From an optimization exercise on the open Yosys and OpenROAD flow, aimed at small area and a short achievable clock period; shortcuts taken in it are not production practice. Only simulation tests tie the RTL to the original design; equivalence was not proved.

Setup of lane 1:
// top
module top #(parameter m = 7) (
    input clk,
    input signed [m-1:0] noise_in,
    output reg signed [2*m-1:0] filter_out
);
    reg [6:0] d0, d1, d2, d3, d4, d5, d6, d7;
    reg [21:0] r2;
    reg [13:0] s1;
    reg [11:0] c1;
    wire n1, n2, n3, n4, n5, n6, n7, n8, n9, n10, n11, n12;
    wire n13, n14, n15, n16, n17, n18, n19, n20, n21, n22, n23, n24;
    wire n25, n26, n27, n28, n29, n30, n31, n32, n33, n34, n35, n36;
    wire n37, n38, n39, n40, n41, n42, n43, n44, n45, n46, n47, n48;
    wire n49, n50, n51, n52, n53, n54, n55, n56, n57, n58, n59, n60;
    wire n61, n62, n63, n64, n65, n66, n67, n68, n69, n70, n71, n72;
    wire n73, n74, n75, n76, n77, n78, n79, n80, n81, n82, n83, n84;
    wire n85, n86, n87, n88, n89, n90, n91, n92, n93, n94, n95, n96;
    wire n97, n98, n99, n100, n101, n102, n103, n104, n105, n106, n107, n108;
    wire n109, n110, n111, n112, n113, n114, n115, n116, n117, n118, n119, n120;
    wire n121, n122, n123, n124, n125, n126, n127, n128, n129, n130, n131, n132;
    wire n133, n134, n135, n136, n137, n138, n139, n140, n141, n142, n143, n144;
    wire n145, n146, n147, n148, n149, n150, n151, n152, n153, n154, n155, n156;
    wire n157, n158, n159, n160, n161, n162, n163, n164, n165, n166, n167, n168;
    wire n169, n170, n171, n172, n173, n174, n175, n176, n177, n178, n179, n180;
    wire n181, n182, n183, n184, n185, n186, n187, n188, n189, n190, n191, n192;
    wire n193, n194, n195, n196, n197, n198, n199, n200, n201, n202, n203, n204;
  ...
clock: 10.0 ns
lec_check: 0
cap_margin: 20
core_margin: 2
core_utilization: 65
cts_buf_list: sky130_fd_sc_hd__clkbuf_4
slew_margin: 20
synth_hierarchical: 1
standard.sh (not shown) runs the stock make flow with config.mk's settings and CLKGATE_MAP_FILE= SYNTH_SCRIPT=/design/flow/synth_recipe.tcl, a recipe that flattens the netlist after the stock synthesis.
==> flow/flow/run.sh <==
#!/bin/bash
# The standard ORFS layout with these changes:
# * the port buffers are buf_4 cells instead of the delay buffer that
#   buffer_ports picks by default (about half a nanosecond on every input);
# * from clock-tree synthesis on, the standard repair_timing steps aim for
#   6.95 ns of setup slack, resizing and swapping pins only, so that the few
#   paths from the input port get larger gates; the constraints (10 ns clock,
#   2 ns input and output delays) are unchanged;
# * clock-tree synthesis inserts no dummy loads (cells that only add load to
#   balance the tree: about 200 um2 of this small design's area);
# * after floorplanning, logic cells that synthesis gave a drive strength
#   above 1 are set back to drive 1 (flow/downsize.tcl); repair upsizes them
#   again where needed.
set -euo pipefail
export BUFFER_PORTS_ARGS="-buffer_cell sky130_fd_sc_hd__buf_4"
export CTS_ARGS="-sink_clustering_enable -repair_clock_nets -buf_list sky130_fd_sc_hd__clkbuf_4 -dont_use_dummy_load"
bash standard.sh floorplan > standard_floorplan.log 2>&1
ODB=orfs/results/sky130hd/top/base/2_floorplan.odb openroad -no_init -exit flow/downsize.tcl > downsize.log 2>&1
bash standard.sh place > standard_place.log 2>&1
export SETUP_SLACK_MARGIN=6.95
export SETUP_MOVE_SEQUENCE=sizeup,swap
bash standard.sh finish > standard_finish.log 2>&1
==> flow/flow/downsize.tcl <==
# After floorplanning: every logic cell that synthesis mapped to a drive
# strength above 1 becomes the drive-1 cell of the same function; the later
# repair steps upsize again wherever slew, load or timing call for it.
set odb $::env(ODB)
read_db $odb
set db [ord::get_db]
set n 0
foreach inst [[ord::get_db_block] getInsts] {
  set m [[$inst getMaster] getName]
  if {[regexp {^(sky130_fd_sc_hd__(a21oi|o21ai|nor2b|nand2b|nor2|nand2|xor2|xnor2|inv|a21o|o21a|and2|or2|and2b))_([2-9]|1[0-9])$} $m -> base]} {
    set small [$db findMaster ${base}_1]
    if {$small ne "NULL" && $small ne ""} {
      if {[$inst swapMaster $small]} { incr n }
    }
  }
}
puts "downsized $n cells"
write_db $odb
Changes in lane 2 relative to lane 1:
- CORE_UTILIZATION now 60, was 65
diff --git a/flow/flow/run.sh b/flow/flow/run.sh
--- a/flow/flow/run.sh
+++ b/flow/flow/run.sh
@@ -2 +2 @@
-# The standard ORFS layout with these changes:
+# The standard ORFS layout with two changes:
@@ -6 +6 @@
-#   6.95 ns of setup slack, resizing and swapping pins only, so that the few
+#   6.9 ns of setup slack, resizing and swapping pins only, so that the few
@@ -10,4 +10 @@
-#   balance the tree: about 200 um2 of this small design's area);
-# * after floorplanning, logic cells that synthesis gave a drive strength
-#   above 1 are set back to drive 1 (flow/downsize.tcl); repair upsizes them
-#   again where needed.
+#   balance the tree: about 200 um2 of this small design's area).
@@ -17,2 +13,0 @@
-bash standard.sh floorplan > standard_floorplan.log 2>&1
-ODB=orfs/results/sky130hd/top/base/2_floorplan.odb openroad -no_init -exit flow/downsize.tcl > downsize.log 2>&1
@@ -20 +15 @@
-export SETUP_SLACK_MARGIN=6.95
+export SETUP_SLACK_MARGIN=6.9
removed: flow/flow/downsize.tcl
[summary]
- On utilization: between lane 1 and lane 2, it ends up lower for lane 2.
- For lane 1, the startpoint of the worst setup timing path was noise_in[6], unlike lane 2, where it was noise_in[2].
- Delta(worst path setup slack after routing, lane 2 - lane 1) > 0
Here is what was changed in the inputs of lane 3 compared with lane 2.
diff --git a/flow/flow/run.sh b/flow/flow/run.sh
--- a/flow/flow/run.sh
+++ b/flow/flow/run.sh
@@ -2 +2 @@
-# The standard ORFS layout with two changes:
+# The standard ORFS layout with these changes:
@@ -6 +6 @@
-#   6.9 ns of setup slack, resizing and swapping pins only, so that the few
+#   6.95 ns of setup slack, resizing and swapping pins only, so that the few
@@ -10 +10,4 @@
-#   balance the tree: about 200 um2 of this small design's area).
+#   balance the tree: about 200 um2 of this small design's area);
+# * after floorplanning, logic cells that synthesis gave a drive strength
+#   above 1 are set back to drive 1 (flow/downsize.tcl); repair upsizes them
+#   again where needed.
@@ -13,0 +17,2 @@
+bash standard.sh floorplan > standard_floorplan.log 2>&1
+ODB=orfs/results/sky130hd/top/base/2_floorplan.odb openroad -no_init -exit flow/downsize.tcl > downsize.log 2>&1
@@ -15 +20 @@
-export SETUP_SLACK_MARGIN=6.9
+export SETUP_SLACK_MARGIN=6.95
==> flow/flow/downsize.tcl (new file) <==
# After floorplanning: every logic cell that synthesis mapped to a drive
# strength above 1 becomes the drive-1 cell of the same function; the later
# repair steps upsize again wherever slew, load or timing call for it.
set odb $::env(ODB)
read_db $odb
set db [ord::get_db]
set n 0
foreach inst [[ord::get_db_block] getInsts] {
  set m [[$inst getMaster] getName]
  if {[regexp {^(sky130_fd_sc_hd__(a21oi|o21ai|nor2b|nand2b|nor2|nand2|xor2|xnor2|inv|a21o|o21a|and2|or2|and2b))_([2-9]|1[0-9])$} $m -> base]} {
    set small [$db findMaster ${base}_1]
    if {$small ne "NULL" && $small ne ""} {
      if {[$inst swapMaster $small]} { incr n }
    }
  }
}
puts "downsized $n cells"
write_db $odb
[summary]
In terms of utilization of the core after routing, lane 3 and lane 2 differ only marginally.
Summary of lane 3 over lane 2: synthesized area flat, per-cell via count in the routed design down 1.6%.
Reported for lane 3 and lane 2, count of cells along the worst hold path turned out identical to the last digit.
Input-level comparison between lane 4 and lane 3:
==> flow/flow/run.sh <==
#!/bin/bash
# The standard ORFS layout with two changes:
# * the port buffers are buf_4 cells instead of the delay buffer that
#   buffer_ports picks by default (about half a nanosecond on every input);
# * from clock-tree synthesis on, the standard repair_timing steps aim for
#   6.95 ns of setup slack, resizing and swapping pins only, so that the few
#   paths from the input port get larger gates; the constraints (10 ns clock,
#   2 ns input and output delays) are unchanged.
set -euo pipefail
export BUFFER_PORTS_ARGS="-buffer_cell sky130_fd_sc_hd__buf_4"
bash standard.sh place > standard_place.log 2>&1
export SETUP_SLACK_MARGIN=6.95
export SETUP_MOVE_SEQUENCE=sizeup,swap
bash standard.sh finish > standard_finish.log 2>&1
removed: flow/flow/downsize.tcl
--- outcome ---
Against lane 3, final cell count in lane 4 rose by a few percent.
Looking at global-route usage, lane 4 sits above lane 3.
Taking lane 3 as the reference point, the utilization after layout of lane 4 rises by 2.5 points.
Lane 4 -> lane 3: clock-buffer cell count delta 0, exact match
Area added between synthesis and finish, lane 4 and lane 3: lower on lane 3
In the tables for lane 4 and lane 3, cell area after layout reads higher with lane 4.
### lane 4 -> lane 5
diff --git a/flow/flow/run.sh b/flow/flow/run.sh
--- a/flow/flow/run.sh
+++ b/flow/flow/run.sh
@@ -6 +6 @@
-#   6.95 ns of setup slack, resizing and swapping pins only, so that the few
+#   7.05 ns of setup slack, resizing and swapping pins only, so that the few
@@ -12 +12 @@
-export SETUP_SLACK_MARGIN=6.95
+export SETUP_SLACK_MARGIN=7.05
[summary]
Compared with lane 4, in lane 5 global-route usage rose by 0.57 points; worst hold slack across all endpoints stayed essentially flat; via count stayed essentially flat; wire length of the first global-routing pass rose by about 3%.
Lane 5: PASS, flow complete, no timing, DRC or antenna violations

[what the ideal ports hide]
The flow's constraints put no driver on any port. The routed layouts listed below were extracted and timed again, unchanged, in two steps. Step 1 assumes that a clkbuf_16 drives the clock port and a buf_2 every other input. Step 2 moves the port delays by t, midway between the first and last clock arrival at a register: inputs arrive t later, outputs are due t later. That takes back most of the time a late clock gives input paths. a / b / c = ideal / step 1 / step 2; a / b = the first two.
run	t, ns	setup WS [ns]	clock arrival spread, ns	worst register clock-pin slew, ns	pins driven straight from the clock port
lane 1	0.495	6.905 / 6.913 / 6.418	0.059 / 0.058	0.12 / 0.12	1
lane 2	0.536	6.934 / 6.941 / 6.405	0.036 / 0.036	0.11 / 0.11	1
lane 3	0.532	6.905 / 6.911 / 6.379	0.030 / 0.030	0.10 / 0.10	1
lane 4	0.548	6.932 / 6.939 / 6.391	0.018 / 0.018	0.11 / 0.11	1
lane 5	0.553	6.970 / 6.949 / 6.426	0.018 / 0.018	0.11 / 0.11	1
After both steps every run listed still meets setup and hold. For lane 5, which loses most, drivers alone change the setup slack by -0.021 ns; drivers and shift together by -0.544 ns.
